Source: an optimization exercise on an open RTL-to-GDS flow (aim: small area). Production flows keep margins and buffers that such runs may drop. Only simulation tests tie the RTL to the original design; equivalence was not proved. No driver is modelled on the clock port, so clock power and skew are understated where the tree is cut down; a real chip needs a root buffer or a tree. Power figures rest on the tool's default switching activity, not on a simulated workload.

Design top, start of the top module:
module top (
    input  clk,
    input  rst,
    input  sw1,
    input  sw2,
    input  sw3,
    input  sensor,
    output [6:0] salidaSieteSeg,
    output [4:0] Leds,
    output [3:0] SalidaMotor
  );
Size: about 420 cells after synthesis, roughly 74 flip-flops, roughly 3500 µm² of cells after synthesis.
==> flow/config.mk <==
export PLATFORM = sky130hd
export DESIGN_NAME = top
export DESIGN_NICKNAME = top
export VERILOG_FILES = /design/flow/design.v
export SDC_FILE = /design/flow/constraint.sdc
export NUM_CORES = 4
export LEC_CHECK = 0
export ABC_AREA = 1
export CAP_MARGIN = 20
export CORE_MARGIN = 2
export CORE_UTILIZATION = 40
export SLEW_MARGIN = 20
==> flow/constraint.sdc <==
create_clock -name core_clock -period 10.0 [get_ports {clk}]
set_input_delay 2.0000 -clock core_clock [delete_from_list [all_inputs] [get_ports {clk}]]
set_output_delay 2.0000 -clock core_clock [all_outputs]
set_load 0.01 [all_outputs]
standard.sh (not shown) runs the stock make flow with config.mk's settings and CLKGATE_MAP_FILE= SYNTH_SCRIPT=/design/flow/synth_recipe.tcl, a recipe that flattens the netlist after the stock synthesis.
==> flow/flow/run.sh <==
#!/bin/bash
# Own layout flow: the standard ORFS flow (standard.sh) with these changes:
#  - synthesis maps logic with an area-oriented ABC script (flow/abc_area.script);
#    registers are mapped by the unchanged standard steps;
#  - input/output ports get the smallest buffer cell;
#  - the clock is distributed by four buffers fed by the clock port (flow/cts.tcl)
#    instead of a TritonCTS tree.
# Each step's full log is in orfs/logs/; make's output is in synth.log and layout.log.
set -euo pipefail
W=$PWD
mkdir -p scripts_own
for f in "$FLOW_HOME"/scripts/*; do ln -sf "$f" scripts_own/; done
rm -f scripts_own/abc_area.script scripts_own/cts.tcl
cp flow/abc_area.script scripts_own/abc_area.script
cp flow/cts.tcl scripts_own/cts.tcl
export SCRIPTS_DIR=$W/scripts_own
export BUFFER_PORTS_ARGS="-buffer_cell sky130_fd_sc_hd__buf_1"
export CLOCK_BUFFER_CELL=sky130_fd_sc_hd__buf_12
[ -f flow/knobs.sh ] && source flow/knobs.sh
bash standard.sh synth > synth.log 2>&1
bash standard.sh > layout.log 2>&1
==> flow/flow/knobs.sh <==
export CLOCK_BUFFER_CELL=sky130_fd_sc_hd__buf_8
Other scripts of this flow, unchanged in this note and not shown: flow/flow/abc_area.script, flow/flow/cts.tcl
The first run produced a clean layout.
Next try:
removed: flow/flow/knobs.sh
What happened: The changed run went through all stages and came out clean. Cell count is unchanged. Die area does not change. Worst setup slack gets worse by 0.012 ns. Routed wire length is higher by 0.69%. Synthesized area stays the same. Clock-buffer cell count stays the same.
In every run of this note, the design's own scripts or RTL, not TritonCTS, make the clock network.

---

Setup of build 35:
top, a different RTL version from the one above (not shown whole).
Size: roughly 74 flip-flops, about 22 I/O pins, roughly 3100 sq um of cells after synthesis.
clock: 10.0 ns
lec_check: 0
abc_area: 1
cap_margin: 20
core_margin: 2
core_utilization: 80
gpl_timing_driven: 0
slew_margin: 20
==> flow/flow/run.sh <==
#!/bin/bash
# Own layout flow: the standard ORFS flow (standard.sh) with these changes:
#  - synthesis maps logic with an area-oriented ABC script (flow/abc_area.script)
#    and leaves adders to ABC (no half/full adder cells); registers are mapped by
#    the unchanged standard steps. Synthesis runs once for each line of
#    flow/portfolio.txt (random seed of the ABC search, ABC mapping command; runs
#    in orfs_s*/, four at a time) and the layout uses the setting whose netlist
#    has the smallest cell area;
#  - input/output ports get the smallest buffer cell;
#  - the clock is distributed by four buffers fed by the clock port (flow/cts.tcl)
#    instead of a TritonCTS tree.
# Each step's full log is in orfs/logs/ (and orfs_s*/logs/ for the seed runs);
# make's output is in synth_s*.log, synth.log and layout.log.
set -euo pipefail
W=$PWD
export ADDER_MAP_FILE=
export BUFFER_PORTS_ARGS="-buffer_cell sky130_fd_sc_hd__buf_1"
export CLOCK_BUFFER_CELL=sky130_fd_sc_hd__buf_8
[ -f flow/knobs.sh ] && source flow/knobs.sh

make_scripts() {
  local d=$W/scripts_s$1
  mkdir -p "$d"
  for f in "$FLOW_HOME"/scripts/*; do ln -sf "$f" "$d"/; done
  rm -f "$d"/abc_area.script "$d"/cts.tcl
  sed -e "s/@SEED@/$2/" -e "s/@MAP@/$3/" flow/abc_area.script > "$d"/abc_area.script
  cp flow/cts.tcl "$d"/cts.tcl
}

N=0
while read -r seed map; do
  [ -n "$seed" ] || continue
  make_scripts $N "$seed" "$map"
  sed "s#WORK_HOME=$W/orfs #WORK_HOME=$W/orfs_s$N #" standard.sh > standard_s$N.sh
  grep -q "WORK_HOME=$W/orfs_s$N " standard_s$N.sh
  (SCRIPTS_DIR=$W/scripts_s$N bash standard_s$N.sh synth < /dev/null > synth_s$N.log 2>&1 || true) &
  N=$((N + 1))
  if [ $((N % 4)) -eq 0 ]; then wait; fi
done < flow/portfolio.txt
wait

best=0
bestA=
for ((s = 0; s < N; s++)); do
  f=orfs_s$s/reports/$FLOW_PLATFORM/top/base/synth_stat.txt
  [ -f "$f" ] || continue
  a=$(awk '/Chip area/ {print $NF}' "$f")
  echo "setting $s ($(sed -n "$((s + 1))p" flow/portfolio.txt)): synthesized cell area $a"
  if [ -z "$bestA" ] || awk -v a="$a" -v b="$bestA" 'BEGIN { exit !(a < b) }'; then
    best=$s
    bestA=$a
  fi
done
echo "using setting $best"
export SCRIPTS_DIR=$W/scripts_s$best
bash standard.sh synth > synth.log 2>&1
bash standard.sh > layout.log 2>&1
==> flow/flow/knobs.sh <==
export CLOCK_BUFFER_CELL=sky130_fd_sc_hd__buf_6
==> flow/flow/portfolio.txt <==
0 amap -m
Other scripts of this flow, unchanged in this note and not shown: flow/flow/abc_area.script, flow/flow/cts.tcl
Build 35 finished every stage and its layout cleared the timing, design-rule and antenna checks.
[inputs] build 62 vs build 35
# build 35
export LEC_CHECK = 0
export ABC_AREA = 1
export CAP_MARGIN = 20
export CORE_MARGIN = 2
export CORE_UTILIZATION = 80
export GPL_TIMING_DRIVEN = 0
export SLEW_MARGIN = 20
create_clock -name core_clock -period 10.0 [get_ports {clk}]
# build 62
export LEC_CHECK = 0
export ABC_AREA = 1
export CAP_MARGIN = 20
export CORE_MARGIN = 2
export CORE_UTILIZATION = 65
export GPL_TIMING_DRIVEN = 0
export SLEW_MARGIN = 20
create_clock -name core_clock -period 10.0 [get_ports {clk}]
==> flow/flow/portfolio.txt <==
0 amap -m
1 amap -m
2 amap -m
3 amap -m
0 amap -m -A 10 -F 3
1 amap -m -A 10 -F 3
2 amap -m -A 10 -F 3
3 amap -m -A 10 -F 3
removed: flow/flow/knobs.sh
==> comparison <==
Changes observed in build 62 relative to build 35: count of flip-flops with a built-in enable after synthesis held; time the worst path needs with I/O delays and setup went down 0.077 ns; portion of the clock cycle consumed by the worst path in the final layout went down 0.77 points; largest fanout of any net on the critical path went down 22. Taking build 35 as the reference, in build 62 fraction of layout cells with a size suffix above 1 has increased, number of cells on the critical path grew by 4, total power increased by 0.020 mW relative to the old numbers, sequential power was more or less identical. Compared with build 35, in build 62 sequential share of cell area now smaller; number of signal-net inverters in the final layout now larger.
#### Input delta (build 87 over build 62)
==> flow/flow/portfolio.txt <==
0 amap -m
1 amap -m
2 amap -m
3 amap -m
4 amap -m
5 amap -m
6 amap -m
7 amap -m
0 amap -m -A 10 -F 3
1 amap -m -A 10 -F 3
2 amap -m -A 10 -F 3
3 amap -m -A 10 -F 3
4 amap -m -A 10 -F 3
5 amap -m -A 10 -F 3
6 amap -m -A 10 -F 3
7 amap -m -A 10 -F 3
Findings:
Run comparison: build 87 library cell contributing the largest single delay on the critical path sky130_fd_sc_hd__o21ai_0; build 62 library cell contributing the largest single delay on the critical path sky130_fd_sc_hd__or4_1
[compare] base=build 62 new=build 87: worst reg-to-reg path cell count fell by 5, met3 routed wirelength now larger, total power draw ~0 delta.
> inputs changed (build 87 -> build 1)
-- flow/flow/run.sh --
<<< build 87, line 34
  sed "s#WORK_HOME=$W/orfs #WORK_HOME=$W/orfs_s$N #" standard.sh > standard_s$N.sh
  grep -q "WORK_HOME=$W/orfs_s$N " standard_s$N.sh
  (SCRIPTS_DIR=$W/scripts_s$N bash standard_s$N.sh synth < /dev/null > synth_s$N.log 2>&1 || true) &
  N=$((N + 1))
  if [ $((N % 4)) -eq 0 ]; then wait; fi
>>> build 1, line 34
  sed "s#WORK_HOME=$W/orfs #WORK_HOME=$W/orfs_s$N #" standard.sh > standard_s$N.sh
  grep -q "WORK_HOME=$W/orfs_s$N " standard_s$N.sh
  (SCRIPTS_DIR=$W/scripts_s$N bash standard_s$N.sh synth > synth_s$N.log 2>&1 || true) &
  N=$((N + 1))
  if [ $((N % 4)) -eq 0 ]; then wait; fi
==> flow/flow/portfolio.txt <==
0 amap -m
1 amap -m
2 amap -m
3 amap -m
0 amap -m -A 10 -F 3
1 amap -m -A 10 -F 3
2 amap -m -A 10 -F 3
3 amap -m -A 10 -F 3
Notes after the runs:
Looking at library cell contributing the largest single delay on the critical path, the sky130_fd_sc_hd__o21ai_0 result is from build 87; the sky130_fd_sc_hd__or4_1 one comes from build 1.
Build 87 fits on a die that is smaller than the die of build 1.
A worst setup path endpoint of cnt[6]$_SDFFE_PP0P_ is what build 87 shows, while cMin[4]$_SDFFE_PP0P_ belongs to build 1.
Final-layout clock buffer total came out exactly the same in build 1 and build 87.
Per the comparison of build 1 with build 87, share of cell area taken by muxes after synthesis shows an increase of 0.32 points, maximum clock frequency shows an increase of about 18%, via count shows a reduction of 2.1%, post-route total power shows no meaningful change.
First-iteration DRC count of build 1 exceeds that of build 87 by more than a quarter.
Re compound-gate portion of the synthesized area: build 1 is 0.18 points down on build 87.
Re worst hold slack across all endpoints: build 1 is 0.0041 ns up on build 87.
Compared with build 87, placement density in the core of build 1 is higher.
Against build 87, routed wire length in build 1 fell by a few percent.
No run of this note takes its clock network from TritonCTS; it comes from the design's own scripts or RTL.

---

run 1:
top again, from the RTL that the note above started with.
==> flow/config.mk <==
export PLATFORM = sky130hd
export DESIGN_NAME = top
export DESIGN_NICKNAME = top
export VERILOG_FILES = /design/flow/design.v
export SDC_FILE = /design/flow/constraint.sdc
export NUM_CORES = 4
export LEC_CHECK = 0
export ABC_AREA = 1
export CAP_MARGIN = 20
export CORE_MARGIN = 2
export CORE_UTILIZATION = 65
export GPL_TIMING_DRIVEN = 0
export SLEW_MARGIN = 20
==> flow/constraint.sdc <==
create_clock -name core_clock -period 10.0 [get_ports {clk}]
set_input_delay 2.0000 -clock core_clock [delete_from_list [all_inputs] [get_ports {clk}]]
set_output_delay 2.0000 -clock core_clock [all_outputs]
set_load 0.01 [all_outputs]
==> flow/flow/run.sh <==
#!/bin/bash
# Own layout flow: the standard ORFS flow (standard.sh) with these changes:
#  - synthesis maps logic with an area-oriented ABC script (flow/abc_area.script)
#    and leaves adders to ABC (no half/full adder cells); registers are mapped by
#    the unchanged standard steps. Synthesis runs once for each line of
#    flow/portfolio.txt (random seed of the ABC search, ABC mapping command; runs
#    in orfs_s*/, four at a time) and the layout uses the setting whose netlist
#    has the smallest cell area;
#  - input/output ports get the smallest buffer cell;
#  - the clock is distributed by four buffers fed by the clock port (flow/cts.tcl)
#    instead of a TritonCTS tree.
# Each step's full log is in orfs/logs/ (and orfs_s*/logs/ for the seed runs);
# make's output is in synth_s*.log, synth.log and layout.log.
set -euo pipefail
W=$PWD
export ADDER_MAP_FILE=
export BUFFER_PORTS_ARGS="-buffer_cell sky130_fd_sc_hd__buf_1"
export CLOCK_BUFFER_CELL=sky130_fd_sc_hd__buf_8
[ -f flow/knobs.sh ] && source flow/knobs.sh

make_scripts() {
  local d=$W/scripts_s$1
  mkdir -p "$d"
  for f in "$FLOW_HOME"/scripts/*; do ln -sf "$f" "$d"/; done
  rm -f "$d"/abc_area.script "$d"/cts.tcl
  sed -e "s/@SEED@/$2/" -e "s/@MAP@/$3/" flow/abc_area.script > "$d"/abc_area.script
  cp flow/cts.tcl "$d"/cts.tcl
}

N=0
while read -r seed map; do
  [ -n "$seed" ] || continue
  make_scripts $N "$seed" "$map"
  sed "s#WORK_HOME=$W/orfs #WORK_HOME=$W/orfs_s$N #" standard.sh > standard_s$N.sh
  grep -q "WORK_HOME=$W/orfs_s$N " standard_s$N.sh
  (SCRIPTS_DIR=$W/scripts_s$N bash standard_s$N.sh synth < /dev/null > synth_s$N.log 2>&1 || true) &
  N=$((N + 1))
  if [ $((N % 4)) -eq 0 ]; then wait; fi
done < flow/portfolio.txt
wait

best=0
bestA=
for ((s = 0; s < N; s++)); do
  f=orfs_s$s/reports/$FLOW_PLATFORM/top/base/synth_stat.txt
  [ -f "$f" ] || continue
  a=$(awk '/Chip area/ {print $NF}' "$f")
  echo "setting $s ($(sed -n "$((s + 1))p" flow/portfolio.txt)): synthesized cell area $a"
  if [ -z "$bestA" ] || awk -v a="$a" -v b="$bestA" 'BEGIN { exit !(a < b) }'; then
    best=$s
    bestA=$a
  fi
done
echo "using setting $best"
export SCRIPTS_DIR=$W/scripts_s$best
bash standard.sh synth > synth.log 2>&1
bash standard.sh > layout.log 2>&1
==> flow/flow/abc_area.script <==
strash
&get -n
&deepsyn -J 600 -T 600 -S @SEED@
&put
dch -f
@MAP@
==> flow/flow/cts.tcl <==
# Clock distribution for this small design, in place of the TritonCTS tree:
# the registers are split into four balanced groups by position (halves by x,
# then halves by y) and each group gets one clock buffer at its centre, driven
# straight from the clock port (four loads on the port). The rest of the step
# follows ORFS's cts.tcl (placement legalisation, timing repair, outputs).
utl::set_metrics_stage "cts__{}"
source $::env(SCRIPTS_DIR)/load.tcl
erase_non_stage_variables cts
load_design 3_place.odb 3_place.sdc

set block [ord::get_db_block]
set dbu [$block getDbUnitsPerMicron]
set sinks {}
foreach pin [get_pins -of_objects [get_nets clk]] {
  set bb [[[sta::sta_to_db_pin $pin] getInst] getBBox]
  lappend sinks [list $pin \
    [expr { ([$bb xMin] + [$bb xMax]) / 2.0 / $dbu }] \
    [expr { ([$bb yMin] + [$bb yMax]) / 2.0 / $dbu }]]
}
set byx [lsort -real -index 1 $sinks]
set h [expr { [llength $byx] / 2 }]
set groups {}
foreach half [list [lrange $byx 0 [expr { $h - 1 }]] [lrange $byx $h end]] {
  set byy [lsort -real -index 2 $half]
  set q [expr { [llength $byy] / 2 }]
  lappend groups [lrange $byy 0 [expr { $q - 1 }]] [lrange $byy $q end]
}
set k 0
foreach g $groups {
  set sx 0.0
  set sy 0.0
  set pins {}
  foreach s $g {
    lappend pins [lindex $s 0]
    set sx [expr { $sx + [lindex $s 1] }]
    set sy [expr { $sy + [lindex $s 2] }]
  }
  set n [llength $g]
  set loc [list [expr { $sx / $n }] [expr { $sy / $n }]]
  puts "clock group $k: $n registers, buffer at $loc"
  log_cmd insert_buffer -buffer_cell $::env(CLOCK_BUFFER_CELL) -net clk -load_pins $pins \
    -location $loc -buffer_name clkbuf_$k -net_name clknet_$k
  incr k
}
foreach it [[$block findNet clk] getITerms] {
  [[[$it getInst] findITerm X] getNet] setSigType CLOCK
}

set_propagated_clock [all_clocks]
set_dont_use $::env(DONT_USE_CELLS)
estimate_parasitics -placement

set_placement_padding -global \
  -left $::env(CELL_PAD_IN_SITES_DETAIL_PLACEMENT) \
  -right $::env(CELL_PAD_IN_SITES_DETAIL_PLACEMENT)
detailed_placement
estimate_parasitics -placement

repair_timing_helper
detailed_placement
check_placement -verbose

report_metrics 4 "cts final"
orfs_write_db $::env(RESULTS_DIR)/4_1_cts.odb
orfs_write_sdc $::env(RESULTS_DIR)/4_cts.sdc
==> flow/flow/portfolio.txt <==
0 amap -m
1 amap -m
2 amap -m
3 amap -m
4 amap -m
5 amap -m
6 amap -m
7 amap -m
0 amap -m -A 10 -F 3
1 amap -m -A 10 -F 3
2 amap -m -A 10 -F 3
3 amap -m -A 10 -F 3
4 amap -m -A 10 -F 3
5 amap -m -A 10 -F 3
6 amap -m -A 10 -F 3
7 amap -m -A 10 -F 3
Run 1: all stages complete, timing, DRC and antenna checks passed
## Diff of input files: run 2 against run 1
==> flow/flow/run.sh <==
#!/bin/bash
# Own layout flow: the standard ORFS flow (standard.sh) with these changes:
#  - synthesis maps logic with an area-oriented ABC script (flow/abc_area.script)
#    and leaves adders to ABC (no half/full adder cells); registers are mapped by
#    the unchanged standard steps;
#  - input/output ports get the smallest buffer cell;
#  - the clock is distributed by four buffers fed by the clock port (flow/cts.tcl)
#    instead of a TritonCTS tree.
# Each step's full log is in orfs/logs/; make's output is in synth.log and layout.log.
set -euo pipefail
W=$PWD
mkdir -p scripts_own
for f in "$FLOW_HOME"/scripts/*; do ln -sf "$f" scripts_own/; done
rm -f scripts_own/abc_area.script scripts_own/cts.tcl
cp flow/abc_area.script scripts_own/abc_area.script
cp flow/cts.tcl scripts_own/cts.tcl
export SCRIPTS_DIR=$W/scripts_own
export ADDER_MAP_FILE=
export BUFFER_PORTS_ARGS="-buffer_cell sky130_fd_sc_hd__buf_1"
export CLOCK_BUFFER_CELL=sky130_fd_sc_hd__buf_8
[ -f flow/knobs.sh ] && source flow/knobs.sh
bash standard.sh synth > synth.log 2>&1
bash standard.sh > layout.log 2>&1
==> flow/flow/abc_area.script <==
strash
&get -n
&deepsyn -T 30
&put
dch -f
amap -m
removed: flow/flow/portfolio.txt
--- outcome ---
Run 2 finished end to end and its layout was clean on timing, DRC and antenna. Run 2 reports a higher relative area change from synthesis to final layout than run 1 does. | pin count of the biggest net entering global routing | run 2 vs run 1 | 13 lower |. Post-synthesis compound-gate area fraction (run 2 over run 1): decrease, 0.89 points. Sort run 1 and run 2 by post-layout minimum cycle time, descending, and run 1 comes first. Global-route wire length before repair on run 2 is down relative to run 1. Of the two values seen for startpoint of the most critical setup path, rst was produced by run 2 and m4[0] by run 1. Arrival time of the worst setup path ended up 0.89 ns lower on run 2 than on run 1. Taking run 1 as the reference, in run 2 period utilization lost 9.4 points; via count lost 26.
Here is what was changed in the inputs of run 3 compared with run 2.
diff --git a/flow/flow/run.sh b/flow/flow/run.sh
--- a/flow/flow/run.sh
+++ b/flow/flow/run.sh
@@ -5 +5,3 @@
-#    the unchanged standard steps;
+#    the unchanged standard steps. The ABC script's random search runs with four
+#    seeds (four synthesis runs in orfs_s*/) and the layout uses the seed whose
+#    netlist has the smallest cell area;
@@ -9 +11,2 @@
-# Each step's full log is in orfs/logs/; make's output is in synth.log and layout.log.
+# Each step's full log is in orfs/logs/ (and orfs_s*/logs/ for the seed runs);
+# make's output is in synth_s*.log, synth.log and layout.log.
@@ -12,6 +14,0 @@
-mkdir -p scripts_own
-for f in "$FLOW_HOME"/scripts/*; do ln -sf "$f" scripts_own/; done
-rm -f scripts_own/abc_area.script scripts_own/cts.tcl
-cp flow/abc_area.script scripts_own/abc_area.script
-cp flow/cts.tcl scripts_own/cts.tcl
-export SCRIPTS_DIR=$W/scripts_own
@@ -21,0 +19,33 @@
+SEEDS="0 1 2 3"
+
+make_scripts() {
+  local d=$W/scripts_s$1
+  mkdir -p "$d"
+  for f in "$FLOW_HOME"/scripts/*; do ln -sf "$f" "$d"/; done
+  rm -f "$d"/abc_area.script "$d"/cts.tcl
+  sed "s/@SEED@/$1/" flow/abc_area.script > "$d"/abc_area.script
+  cp flow/cts.tcl "$d"/cts.tcl
+}
+
+for s in $SEEDS; do
+  make_scripts $s
+  sed "s#WORK_HOME=$W/orfs #WORK_HOME=$W/orfs_s$s #" standard.sh > standard_s$s.sh
+  grep -q "WORK_HOME=$W/orfs_s$s " standard_s$s.sh
+  (SCRIPTS_DIR=$W/scripts_s$s bash standard_s$s.sh synth > synth_s$s.log 2>&1 || true) &
+done
+wait
+
+best=0
+bestA=
+for s in $SEEDS; do
+  f=orfs_s$s/reports/$FLOW_PLATFORM/top/base/synth_stat.txt
+  [ -f "$f" ] || continue
+  a=$(awk '/Chip area/ {print $NF}' "$f")
+  echo "seed $s: synthesized cell area $a"
+  if [ -z "$bestA" ] || awk -v a="$a" -v b="$bestA" 'BEGIN { exit !(a < b) }'; then
+    best=$s
+    bestA=$a
+  fi
+done
+echo "using seed $best"
+export SCRIPTS_DIR=$W/scripts_s$best
==> flow/flow/abc_area.script <==
strash
&get -n
&deepsyn -J 300 -T 300 -S @SEED@
&put
dch -f
amap -m
--- outcome ---
Run 3 has completed all stages; timing, DRC and antenna checks passed.
Run 2 → run 3: count of unique library cells instantiated by Yosys about even; share of the final layout cell area in sequential cells about even; post-synth net total about even.
Compared with run 2, in run 3 power share of the clock group level; final instance area shows no meaningful change.
In every run of this note, the design's own scripts or RTL, not TritonCTS, make the clock network.

[re-timing with driven ports]
In the flow no input, the clock included, has a driving cell. The finished layouts below were timed again as built, in two steps. Step 1: set_driving_cell puts a clkbuf_16 on clk and a buf_2 on each other input, an assumption about the parent block. Step 2, shift: input delay + t, output delay - t, t = (earliest + latest rising clock arrival at the registers) / 2. This alone moves slack from input paths to output paths. a / b / c = ideal / step 1 / step 2; a / b = the first two.
| run | shift t [ns] | setup slack, ns | hold WS [ns] | cell pins on the clock port's net |
|---|---|---|---|---|
| the first run of note 1 | 0.202 | 6.186 / 6.196 / 6.036 | 0.427 / 0.427 / 0.427 | 4 |
| the second run of note 1 | 0.200 | 6.174 / 6.207 / 6.038 | 0.425 / 0.425 / 0.425 | 4 |
| build 35 | 0.197 | 5.674 / 5.714 / 5.517 | 0.437 / 0.437 / 0.437 | 4 |
| build 62 | 0.196 | 5.751 / 5.804 / 5.608 | 0.432 / 0.432 / 0.432 | 4 |
| build 87 | 0.199 | 4.999 / 4.999 / 4.999 | 0.428 / 0.428 / 0.428 | 4 |
| build 1 | 0.196 | 5.751 / 5.804 / 5.608 | 0.432 / 0.432 / 0.432 | 4 |
| run 1 | 0.199 | 4.999 / 4.999 / 4.999 | 0.428 / 0.428 / 0.428 | 4 |
| run 2 | 0.195 | 5.943 / 5.991 / 5.796 | 0.432 / 0.432 / 0.432 | 4 |
| run 3 | 0.195 | 5.943 / 5.991 / 5.796 | 0.432 / 0.432 / 0.432 | 4 |
After both steps setup and hold are still met in every run listed. The setup slack of build 35, which loses most, moves by +0.040 ns with the drivers and by -0.157 ns with both steps.
